This is an optimization exercise on Yosys and OpenROAD, whose aim is small area, not a production implementation.
Where RTL was checked, it was by simulation tests only, not by an equivalence proof against the original.
Power and IR drop assume default switching activity.

==> run F <==
## hex_network
module hex_network
  (
    input  logic               i_clk,
    input  logic               i_rst,
    output logic [4*21-1:0]    o_f_addr,
    input  logic [4*8-1:0]     i_f_data,
    output logic [3:0]         o_d_valid,
    output logic [3:0]         o_d_we,
    output logic [4*19-1:0]    o_d_addr,
    output logic [4*32-1:0]    o_d_data,
    input  logic [4*32-1:0]    i_d_data,
    output logic [3:0]         o_syscall_valid,
    output logic [4*2-1:0]     o_syscall,
    input  logic               i_cfg_we,
    input  logic [1:0]         i_cfg_core,
    input  logic [1:0]         i_cfg_slot,
    input  logic [1:0]         i_cfg_dst_core,
    input  logic [1:0]         i_cfg_dst_slot
  );
==> flow/config.mk <==
export PLATFORM = sky130hd
export DESIGN_NAME = hex_network
export DESIGN_NICKNAME = hex_network
export VERILOG_FILES = /design/flow/design.v
export SDC_FILE = /design/flow/constraint.sdc
export NUM_CORES = 8
export LEC_CHECK = 0
export CAP_MARGIN = 20
export CORE_MARGIN = 2
export CORE_UTILIZATION = 40
export PLACE_DENSITY = 0.6
export SLEW_MARGIN = 20
==> flow/constraint.sdc <==
create_clock -name core_clock -period 12.0 [get_ports {i_clk}]
set_input_delay 2.4000 -clock core_clock [delete_from_list [all_inputs] [get_ports {i_clk}]]
set_output_delay 2.4000 -clock core_clock [all_outputs]
set_load 0.01 [all_outputs]
standard.sh (not shown) runs the stock make flow with config.mk's settings and CLKGATE_MAP_FILE= SYNTH_SCRIPT=/design/flow/synth_recipe.tcl, a recipe that flattens the netlist after the stock synthesis.
==> flow/flow/run.sh <==
#!/bin/bash
# The standard layout with three changes:
#  - the combinational logic of the standard synthesis is mapped again with
#    an area-oriented ABC script (flow/remap.tcl, flow/area.abc); registers
#    and adder cells are kept as the standard synthesis made them, with
#    their names;
#  - plain buf_1 cells as the port buffers (the standard flow picks a delay
#    cell, clkdlybuf4s50_1, for them);
#  - a clock tree of clkbuf_8 cells in larger clusters, without dummy loads.
# Each tool's output goes to a log file here (and ORFS's own logs under orfs/).
set -euo pipefail
export BUFFER_PORTS_ARGS="-buffer_cell sky130_fd_sc_hd__buf_1"
export CTS_ARGS="-sink_clustering_enable -repair_clock_nets -dont_use_dummy_load -sink_clustering_size 12 -sink_clustering_max_diameter 60 -buf_list sky130_fd_sc_hd__clkbuf_8"
YOSYS=$(command -v yosys || echo "$FLOW_HOME/../tools/install/yosys/bin/yosys")
R=orfs/results/$FLOW_PLATFORM/hex_network/base

bash standard.sh synth > flow_1_standard_synth.log 2>&1
cp "$R/1_2_yosys.v" "$R/1_2_yosys_standard.v"
LIB="$FLOW_HOME/platforms/$FLOW_PLATFORM/lib/sky130_fd_sc_hd__tt_025C_1v80.lib" \
IN_V="$R/1_2_yosys_standard.v" OUT_V="$R/1_2_yosys.v" TOP="$FLOW_TOP" \
ABC_SCRIPT="$PWD/flow/area.abc" STAT="$PWD/flow_2_remap_stat.txt" \
  "$YOSYS" -c flow/remap.tcl > flow_2_remap.log 2>&1
bash standard.sh > flow_3_standard_layout.log 2>&1
Other scripts of this flow, unchanged in this note and not shown: flow/flow/area.abc, flow/flow/remap.tcl
==> run B (differences from run F) <==
--- a/flow/flow/run.sh
+++ b/flow/flow/run.sh
@@ -1,15 +1,17 @@
 #!/bin/bash
-# The standard layout with three changes:
+# The standard layout with these changes:
 #  - the combinational logic of the standard synthesis is mapped again with
 #    an area-oriented ABC script (flow/remap.tcl, flow/area.abc); registers
 #    and adder cells are kept as the standard synthesis made them, with
 #    their names;
 #  - plain buf_1 cells as the port buffers (the standard flow picks a delay
 #    cell, clkdlybuf4s50_1, for them);
+#  - no timing repair at the floorplan (later steps repair timing);
 #  - a clock tree of clkbuf_8 cells in larger clusters, without dummy loads.
 # Each tool's output goes to a log file here (and ORFS's own logs under orfs/).
 set -euo pipefail
 export BUFFER_PORTS_ARGS="-buffer_cell sky130_fd_sc_hd__buf_1"
+export REMOVE_ABC_BUFFERS=1
 export CTS_ARGS="-sink_clustering_enable -repair_clock_nets -dont_use_dummy_load -sink_clustering_size 12 -sink_clustering_max_diameter 60 -buf_list sky130_fd_sc_hd__clkbuf_8"
 YOSYS=$(command -v yosys || echo "$FLOW_HOME/../tools/install/yosys/bin/yosys")
 R=orfs/results/$FLOW_PLATFORM/hex_network/base
CORE_UTILIZATION = 50   (was 40)
PLACE_DENSITY = 0.65   (was 0.6)
==> summary of the runs <==
Of run B and run F, run F has the higher clock-buffer cell count (gap 6).
Hold slack: run F is worse than run B (0.014 ns).
Critical path depth is the same in run B and run F.
In run B the register-to-register slack is worse than in run F, by 0.12 ns.
No run of this note included a check of the RTL's function; only the layout flow was run.

* * *

==> 08-25 <==
Another version of the RTL of hex_network (not shown whole).
==> module processor, before the edit <==
module processor (
    input  logic        i_clk,
    input  logic        i_rst,
    input  logic [7:0]  i_instr,
    input  logic [31:0] i_d_data,
    input  logic        i_done,
    input  logic [2:0]  i_in_sel,
    input  logic [95:0] i_in_words,
    output logic [20:0] o_pc,
    output logic [31:0] o_areg,
    output logic [1:0]  o_slot,
    output logic        o_op_in,
    output logic        o_op_out,
    output logic        o_d_valid,
    output logic        o_d_we,
    output logic [18:0] o_d_addr,
    output logic        o_syscall_valid
  );
  logic [20:0] pc;
  logic [31:0] areg, breg;
  logic [27:0] oreg;    
  logic [3:0]  op, opd;
  logic [31:0] opr, x, y, sum;
  logic [20:0] pc_inc;
  logic        is_opr, alu, sub, cin, taken, brb, stall;
  logic        sel_a, sel_b, sel_pc;
  logic        ld_a_mem, ld_a_sum, ld_a_in, ld_b_mem, ld_b_sum;
  logic [31:0] in_word;
  assign op     = i_instr[7:4];
  assign opd    = i_instr[3:0];
  assign opr    = {oreg, opd};
  assign is_opr = op == 4'hD;
  assign o_op_in  = is_opr && opd == 4'd4;
  assign o_op_out = is_opr && opd == 4'd5;
  assign alu    = is_opr && (opd == 4'd1 || opd == 4'd2);
  assign sub    = is_opr && opd == 4'd2;
  assign brb    = is_opr && opd == 4'd0;
  assign stall  = (o_op_in || o_op_out) && !i_done;
  assign sel_a  = op == 4'h6 || alu;
  assign sel_b  = op == 4'h7 || op == 4'h8;
  assign sel_pc = op == 4'h5 || op == 4'h9 || op == 4'hA || op == 4'hB;
  assign cin    = sub || sel_pc;
  assign x = ({32{sel_a}} & areg) | ({32{sel_b}} & breg) | ({32{sel_pc}} & {11'b0, pc});
  assign y = (alu ? breg : opr) ^ {32{sub}};
  always_comb begin
    logic c, cb;
    logic [31:0] s0, u;
    s0 = '0;
    u = '0;
    c = cin;
    for (int b = 0; b < 11; b++) begin
      sum[b] = x[b] ^ y[b] ^ c;
      c      = (x[b] & y[b]) | (c & (x[b] ^ y[b]));
    end
    cb = c;
    c = 1'b0;
    for (int b = 11; b < 21; b++) begin
      s0[b] = x[b] ^ y[b] ^ c;
      c     = (x[b] & y[b]) | (c & (x[b] ^ y[b]));
    end
    u[11] = cb;
    for (int b = 12; b < 21; b++) u[b] = u[b-1] & s0[b-1];
    for (int b = 11; b < 21; b++) sum[b] = s0[b] ^ u[b];
    cb = c | (u[20] & s0[20]);
    c = 1'b0;
    for (int b = 21; b < 32; b++) begin
      s0[b] = x[b] ^ y[b] ^ c;
      c     = (x[b] & y[b]) | (c & (x[b] ^ y[b]));
    end
    u[21] = cb;
    for (int b = 22; b < 32; b++) u[b] = u[b-1] & s0[b-1];
    for (int b = 21; b < 32; b++) sum[b] = s0[b] ^ u[b];
    cb = c | (u[31] & s0[31]);
  end
  always_comb begin
    logic c;
    c = 1'b1;
    for (int b = 0; b < 21; b++) begin
      pc_inc[b] = pc[b] ^ c;
      c         = pc[b] & c;
    end
  end
  assign taken = (op == 4'h9) || (op == 4'hA && areg == '0) || (op == 4'hB && areg[31]);
  assign ld_a_mem = op == 4'h0 || op == 4'h6;
  assign ld_a_sum = op == 4'h3 || op == 4'h5 || alu;
  assign ld_a_in  = |i_in_sel;
  assign ld_b_mem = op == 4'h1 || op == 4'h7;
  assign ld_b_sum = op == 4'h4;
  always_comb begin
    in_word = '0;
    for (int i = 0; i < 3; i++)
      in_word = in_word | ({32{i_in_sel[i]}} & i_in_words[32*i +: 32]);
  end
  always_ff @(posedge i_clk or posedge i_rst)
    if (i_rst) begin
      pc   <= '0;
      areg <= '0;
      breg <= '0;
      oreg <= '0;
    end else begin
      pc <= ({21{!stall && taken}} & sum[20:0]) |
            ({21{!stall && brb}} & breg[20:0]) |
            ({21{!stall && !taken && !brb}} & pc_inc) |
            ({21{stall}} & pc);
      areg <= ({32{ld_a_mem}} & i_d_data) |
              ({32{ld_a_sum}} & {sum[31:21] & {11{op != 4'h5}}, sum[20:0]}) |
              ({32{!(ld_a_mem || ld_a_sum || ld_a_in)}} & areg) |
              in_word;
      breg <= ({32{ld_b_mem}} & i_d_data) | ({32{ld_b_sum}} & sum) |
              ({32{!(ld_b_mem || ld_b_sum)}} & breg);
      case (op)
        4'hE:    oreg <= opr[27:0];
        4'hF:    oreg <= {24'hFFFFFF, opd};
        default: oreg <= '0;
      endcase
    end
  assign o_pc            = pc;
  assign o_areg          = areg;
  assign o_slot          = breg[1:0];
  assign o_d_valid       = op == 4'h0 || op == 4'h1 || op == 4'h2 ||
                           op == 4'h6 || op == 4'h7 || op == 4'h8;
  assign o_d_we          = op == 4'h2 || op == 4'h8;
  assign o_d_addr        = sum[18:0];
  assign o_syscall_valid = is_opr && opd == 4'd3;
endmodule
export LEC_CHECK = 0
export CAP_MARGIN = 20
export CORE_MARGIN = 2
export CORE_UTILIZATION = 40
export PLACE_DENSITY = 0.6
export SLEW_MARGIN = 20
create_clock -name core_clock -period 12.0 [get_ports {i_clk}]
==> flow/flow/run.sh <==
#!/bin/bash
# The standard layout with these changes:
#  - the combinational logic of the standard synthesis is mapped again with
#    an area-oriented ABC script (flow/remap.tcl, flow/area.abc); registers
#    and adder cells are kept as the standard synthesis made them, with
#    their names;
#  - plain buf_1 cells as the port buffers (the standard flow picks a delay
#    cell, clkdlybuf4s50_1, for them);
#  - no timing repair at the floorplan (later steps repair timing);
#  - the large buffers are not used, so that repairs use small ones;
#  - a clock tree of clkbuf_4 leaf and clkbuf_8 trunk buffers, without dummy
#    loads.
# Each tool's output goes to a log file here (and ORFS's own logs under orfs/).
set -euo pipefail
export BUFFER_PORTS_ARGS="-buffer_cell sky130_fd_sc_hd__buf_1"
export REMOVE_ABC_BUFFERS=1
# The platform's own don't-use cells, and the large buffers.
DONT_USE="sky130_fd_sc_hd__probe_p_8 sky130_fd_sc_hd__probec_p_8 sky130_fd_sc_hd__lpflow_bleeder_1 sky130_fd_sc_hd__lpflow_clkbufkapwr_1 sky130_fd_sc_hd__lpflow_clkbufkapwr_16 sky130_fd_sc_hd__lpflow_clkbufkapwr_2 sky130_fd_sc_hd__lpflow_clkbufkapwr_4 sky130_fd_sc_hd__lpflow_clkbufkapwr_8 sky130_fd_sc_hd__lpflow_clkinvkapwr_1 sky130_fd_sc_hd__lpflow_clkinvkapwr_16 sky130_fd_sc_hd__lpflow_clkinvkapwr_2 sky130_fd_sc_hd__lpflow_clkinvkapwr_4 sky130_fd_sc_hd__lpflow_clkinvkapwr_8 sky130_fd_sc_hd__lpflow_decapkapwr_12 sky130_fd_sc_hd__lpflow_decapkapwr_3 sky130_fd_sc_hd__lpflow_decapkapwr_4 sky130_fd_sc_hd__lpflow_decapkapwr_6 sky130_fd_sc_hd__lpflow_decapkapwr_8 sky130_fd_sc_hd__lpflow_inputiso0n_1 sky130_fd_sc_hd__lpflow_inputiso0p_1 sky130_fd_sc_hd__lpflow_inputiso1n_1 sky130_fd_sc_hd__lpflow_inputiso1p_1 sky130_fd_sc_hd__lpflow_inputisolatch_1 sky130_fd_sc_hd__lpflow_isobufsrc_1 sky130_fd_sc_hd__lpflow_isobufsrc_16 sky130_fd_sc_hd__lpflow_isobufsrc_2 sky130_fd_sc_hd__lpflow_isobufsrc_4 sky130_fd_sc_hd__lpflow_isobufsrc_8 sky130_fd_sc_hd__lpflow_isobufsrckapwr_16 sky130_fd_sc_hd__lpflow_lsbuf_lh_hl_isowell_tap_1 sky130_fd_sc_hd__lpflow_lsbuf_lh_hl_isowell_tap_2 sky130_fd_sc_hd__lpflow_lsbuf_lh_hl_isowell_tap_4 sky130_fd_sc_hd__lpflow_lsbuf_lh_isowell_4 sky130_fd_sc_hd__lpflow_lsbuf_lh_isowell_tap_1 sky130_fd_sc_hd__lpflow_lsbuf_lh_isowell_tap_2 sky130_fd_sc_hd__lpflow_lsbuf_lh_isowell_tap_4 sky130_fd_sc_hd__fill_1 sky130_fd_sc_hd__fill_2 sky130_fd_sc_hd__fill_4 sky130_fd_sc_hd__fill_8 sky130_fd_sc_hd__buf_4 sky130_fd_sc_hd__buf_6 sky130_fd_sc_hd__buf_8 sky130_fd_sc_hd__buf_12 sky130_fd_sc_hd__buf_16 sky130_fd_sc_hd__clkbuf_16 sky130_fd_sc_hd__bufbuf_8 sky130_fd_sc_hd__bufbuf_16"
export CTS_ARGS="-sink_clustering_enable -repair_clock_nets -dont_use_dummy_load -sink_clustering_size 8 -sink_clustering_max_diameter 50 -buf_list \"sky130_fd_sc_hd__clkbuf_4 sky130_fd_sc_hd__clkbuf_8\" -sink_clustering_buffer sky130_fd_sc_hd__clkbuf_4"
YOSYS=$(command -v yosys || echo "$FLOW_HOME/../tools/install/yosys/bin/yosys")
R=orfs/results/$FLOW_PLATFORM/hex_network/base

bash standard.sh synth > flow_1_standard_synth.log 2>&1
cp "$R/1_2_yosys.v" "$R/1_2_yosys_standard.v"
LIB="$FLOW_HOME/platforms/$FLOW_PLATFORM/lib/sky130_fd_sc_hd__tt_025C_1v80.lib" \
IN_V="$R/1_2_yosys_standard.v" OUT_V="$R/1_2_yosys.v" TOP="$FLOW_TOP" \
ABC_SCRIPT="$PWD/flow/area.abc" STAT="$PWD/flow_2_remap_stat.txt" \
  "$YOSYS" -c flow/remap.tcl > flow_2_remap.log 2>&1
bash standard.sh "DONT_USE_CELLS=$DONT_USE" finish > flow_3_standard_layout.log 2>&1
==> flow/flow/area.abc <==
strash
&get -n
&st
&deepsyn -T 120
&dch
&nf -a
&put
topo
Other scripts of this flow, unchanged in this note and not shown: flow/flow/remap.tcl
==> inputs of 02-05, as changes to 08-25 <==
==> flow/flow/run.sh (replaced) <==
#!/bin/bash
# The standard layout with these changes:
#  - the combinational logic of the standard synthesis is mapped again with
#    an area-oriented ABC script (flow/remap.tcl, flow/area.abc); registers
#    and adder cells are kept as the standard synthesis made them, with
#    their names;
#  - plain buf_1 cells as the port buffers (the standard flow picks a delay
#    cell, clkdlybuf4s50_1, for them);
#  - no timing repair at the floorplan (later steps repair timing);
#  - after global routing, gates off the critical paths are downsized
#    (RECOVER_POWER);
#  - a clock tree of clkbuf_8 cells in larger clusters, without dummy loads.
# Each tool's output goes to a log file here (and ORFS's own logs under orfs/).
set -euo pipefail
export BUFFER_PORTS_ARGS="-buffer_cell sky130_fd_sc_hd__buf_1"
export REMOVE_ABC_BUFFERS=1
export RECOVER_POWER=100
export CTS_ARGS="-sink_clustering_enable -repair_clock_nets -dont_use_dummy_load -sink_clustering_size 12 -sink_clustering_max_diameter 60 -buf_list sky130_fd_sc_hd__clkbuf_8"
YOSYS=$(command -v yosys || echo "$FLOW_HOME/../tools/install/yosys/bin/yosys")
R=orfs/results/$FLOW_PLATFORM/hex_network/base

bash standard.sh synth > flow_1_standard_synth.log 2>&1
cp "$R/1_2_yosys.v" "$R/1_2_yosys_standard.v"
LIB="$FLOW_HOME/platforms/$FLOW_PLATFORM/lib/sky130_fd_sc_hd__tt_025C_1v80.lib" \
IN_V="$R/1_2_yosys_standard.v" OUT_V="$R/1_2_yosys.v" TOP="$FLOW_TOP" \
ABC_SCRIPT="$PWD/flow/area.abc" STAT="$PWD/flow_2_remap_stat.txt" \
  "$YOSYS" -c flow/remap.tcl > flow_2_remap.log 2>&1
bash standard.sh > flow_3_standard_layout.log 2>&1
==> inputs of 10-21, as changes to 08-25 <==
--- a/flow/design.v
+++ b/flow/design.v
@@ -107,7 +107,7 @@
   assign sel_pc = op == 4'h5 || op == 4'h9 || op == 4'hA || op == 4'hB;
   assign cin    = sub || sel_pc;
   assign x = ({32{sel_a}} & areg) | ({32{sel_b}} & breg) | ({32{sel_pc}} & {11'b0, pc});
-  assign y = (alu ? breg : opr) ^ {32{sub}};
+  assign y = alu ? (breg ^ {32{sub}}) : opr;
   always_comb begin
     logic c, cb;
     logic [31:0] s0, u;
==> flow/flow/run.sh (replaced) <==
#!/bin/bash
# The standard layout with these changes:
#  - the combinational logic of the standard synthesis is mapped again with
#    an area-oriented ABC script (flow/remap.tcl, flow/area.abc); registers
#    and adder cells are kept as the standard synthesis made them, with
#    their names;
#  - plain buf_1 cells as the port buffers (the standard flow picks a delay
#    cell, clkdlybuf4s50_1, for them);
#  - no timing repair at the floorplan (later steps repair timing);
#  - a clock tree of clkbuf_8 cells in larger clusters, without dummy loads.
# Each tool's output goes to a log file here (and ORFS's own logs under orfs/).
set -euo pipefail
export BUFFER_PORTS_ARGS="-buffer_cell sky130_fd_sc_hd__buf_1"
export REMOVE_ABC_BUFFERS=1
export CTS_ARGS="-sink_clustering_enable -repair_clock_nets -dont_use_dummy_load -sink_clustering_size 12 -sink_clustering_max_diameter 60 -buf_list sky130_fd_sc_hd__clkbuf_8"
YOSYS=$(command -v yosys || echo "$FLOW_HOME/../tools/install/yosys/bin/yosys")
R=orfs/results/$FLOW_PLATFORM/hex_network/base

bash standard.sh synth > flow_1_standard_synth.log 2>&1
cp "$R/1_2_yosys.v" "$R/1_2_yosys_standard.v"
LIB="$FLOW_HOME/platforms/$FLOW_PLATFORM/lib/sky130_fd_sc_hd__tt_025C_1v80.lib" \
IN_V="$R/1_2_yosys_standard.v" OUT_V="$R/1_2_yosys.v" TOP="$FLOW_TOP" \
ABC_SCRIPT="$PWD/flow/area.abc" STAT="$PWD/flow_2_remap_stat.txt" \
  "$YOSYS" -c flow/remap.tcl > flow_2_remap.log 2>&1
bash standard.sh > flow_3_standard_layout.log 2>&1
==> flow/flow/area.abc (replaced) <==
strash
&get -n
&st
&syn2
&dch
&nf -a
&st
&syn2
&dch
&nf -a
&put
topo
Settings changed: CAP_MARGIN 20 to 0, SLEW_MARGIN 20 to 0.
==> summary.md <==
| Metric | Value |
|---|---|
| Status | finished with violations |
| Layout Check Fails | max-capacitance violations, max-slew violations |
| Worst reg2reg startpoint | g_core[3].u_processor.areg[0]$_DFF_PP0_ |
| Die W | 293 um |
| First-pass GRT wire length | 243 mm |
| Pins Over Slew Limit | 298 |
| Seq/total area | 35.8% |
| Reg2reg setup slack | 2.10 ns |
| ClkCell Share | 2.04% |
| Die H | 293 um |
| Maxcap violations | 4 |
| Leakage | 16.7 nW |
| Die ar. | 86100 um2 |
# the run above: 02-05

==> summary.md <==
| Metric | Value |
|---|---|
| Status | complete, no violations |
| Maxcap violations | 0 |
| Leakage | about 16 nW |
| Seq cells | 552 |
| Die ar. | 86100 um2 |
| Pins Over Slew Limit | 0 |
| DP Cell Count | 5121 |
| Die W | 293 um |
| Die H | between 200 and 300 um |
| Routability Congestion | 1.02 |
| Worst reg2reg startpoint | g_core[3].u_processor.areg[0]$_DFF_PP0_ |
| Seq/total area | approximately 36% |
| Vias in the first global route | between 30000 and 40000 |
| First-pass GRT wire length | 246 mm |
| WP depth | 29 |
| Reg2reg setup slack | 2.33 ns |
| ClkCell Share | 1.87% |
# the run above: 08-25

==> summary.md <==
| Metric | Value |
|---|---|
| Max_slew headroom | 25.7% |
| Reg2reg setup slack | between 2 and 2.5 ns |
| Leakage | 17.2 nW |
| First-pass GRT wire length | around 240 mm |
| Seq/total area | 35.1% |
| Fin cells | 5333 |
| ClkCell Share | 2.31% |
| Largest net degree at the start of global routing | 164 |
| Clk sinks | 552 |
| WP depth | 27 |
| Maxcap violations | 0 |
| Worst reg2reg startpoint | g_core[3].u_processor.breg[0]$_DFF_PP0_ |
| Area Growth Syn to Fin | 18.0% |
| Pins Over Slew Limit | 0 |
| Die ar. | 88200 um2 |
| Status | complete, no violations |
| Most common cell after layout, fill and taps aside | nand2_1 |
| Die W | 297 um |
| Sw power | 2.96 mW |
| Slowest-stage cell, CP | fa_1 |
| Die H | 297 um |
# the run above: 10-21

Function not checked in 10-21: the RTL went through the layout flow alone.

## static timing again, ports no longer ideal
Ports are ideal in the flow. The routed layouts listed here were re-timed in OpenROAD. Step 1 assumes that a clkbuf_16 drives the clock port and a buf_2 every other input. Step 2 adds t to the input delays and takes it off the output delays; t is the mean of the earliest and latest rising clock arrival at the registers after step 1. Input paths then give back, and output paths get back, about the clock's delay inside the block. a / b / c = ideal ports / drivers / drivers and shift; a / b = the first two.
run | t, ns | setup WS [ns] | worst setup path at the end | clock arrival spread, ns | pins driven straight from the clock port
run F | 0.728 | 0.253 / 0.167 / 0.095 | input to register | 0.127 / 0.126 | 1
run B | 0.768 | 0.220 / 0.194 / 0.194 | input to output | 0.104 / 0.104 | 1
08-25 | 0.754 | 0.259 / 0.228 / -0.306 | input to register | 0.091 / 0.090 | 1
02-05 | 0.791 | 0.236 / 0.198 / -0.345 | input to register | 0.136 / 0.135 | 1
10-21 | 0.740 | 0.221 / 0.113 / -0.067 | input to register | 0.090 / 0.090 | 1
For 02-05, which loses most, drivers alone change the setup slack by -0.038 ns; drivers and shift together by -0.581 ns.
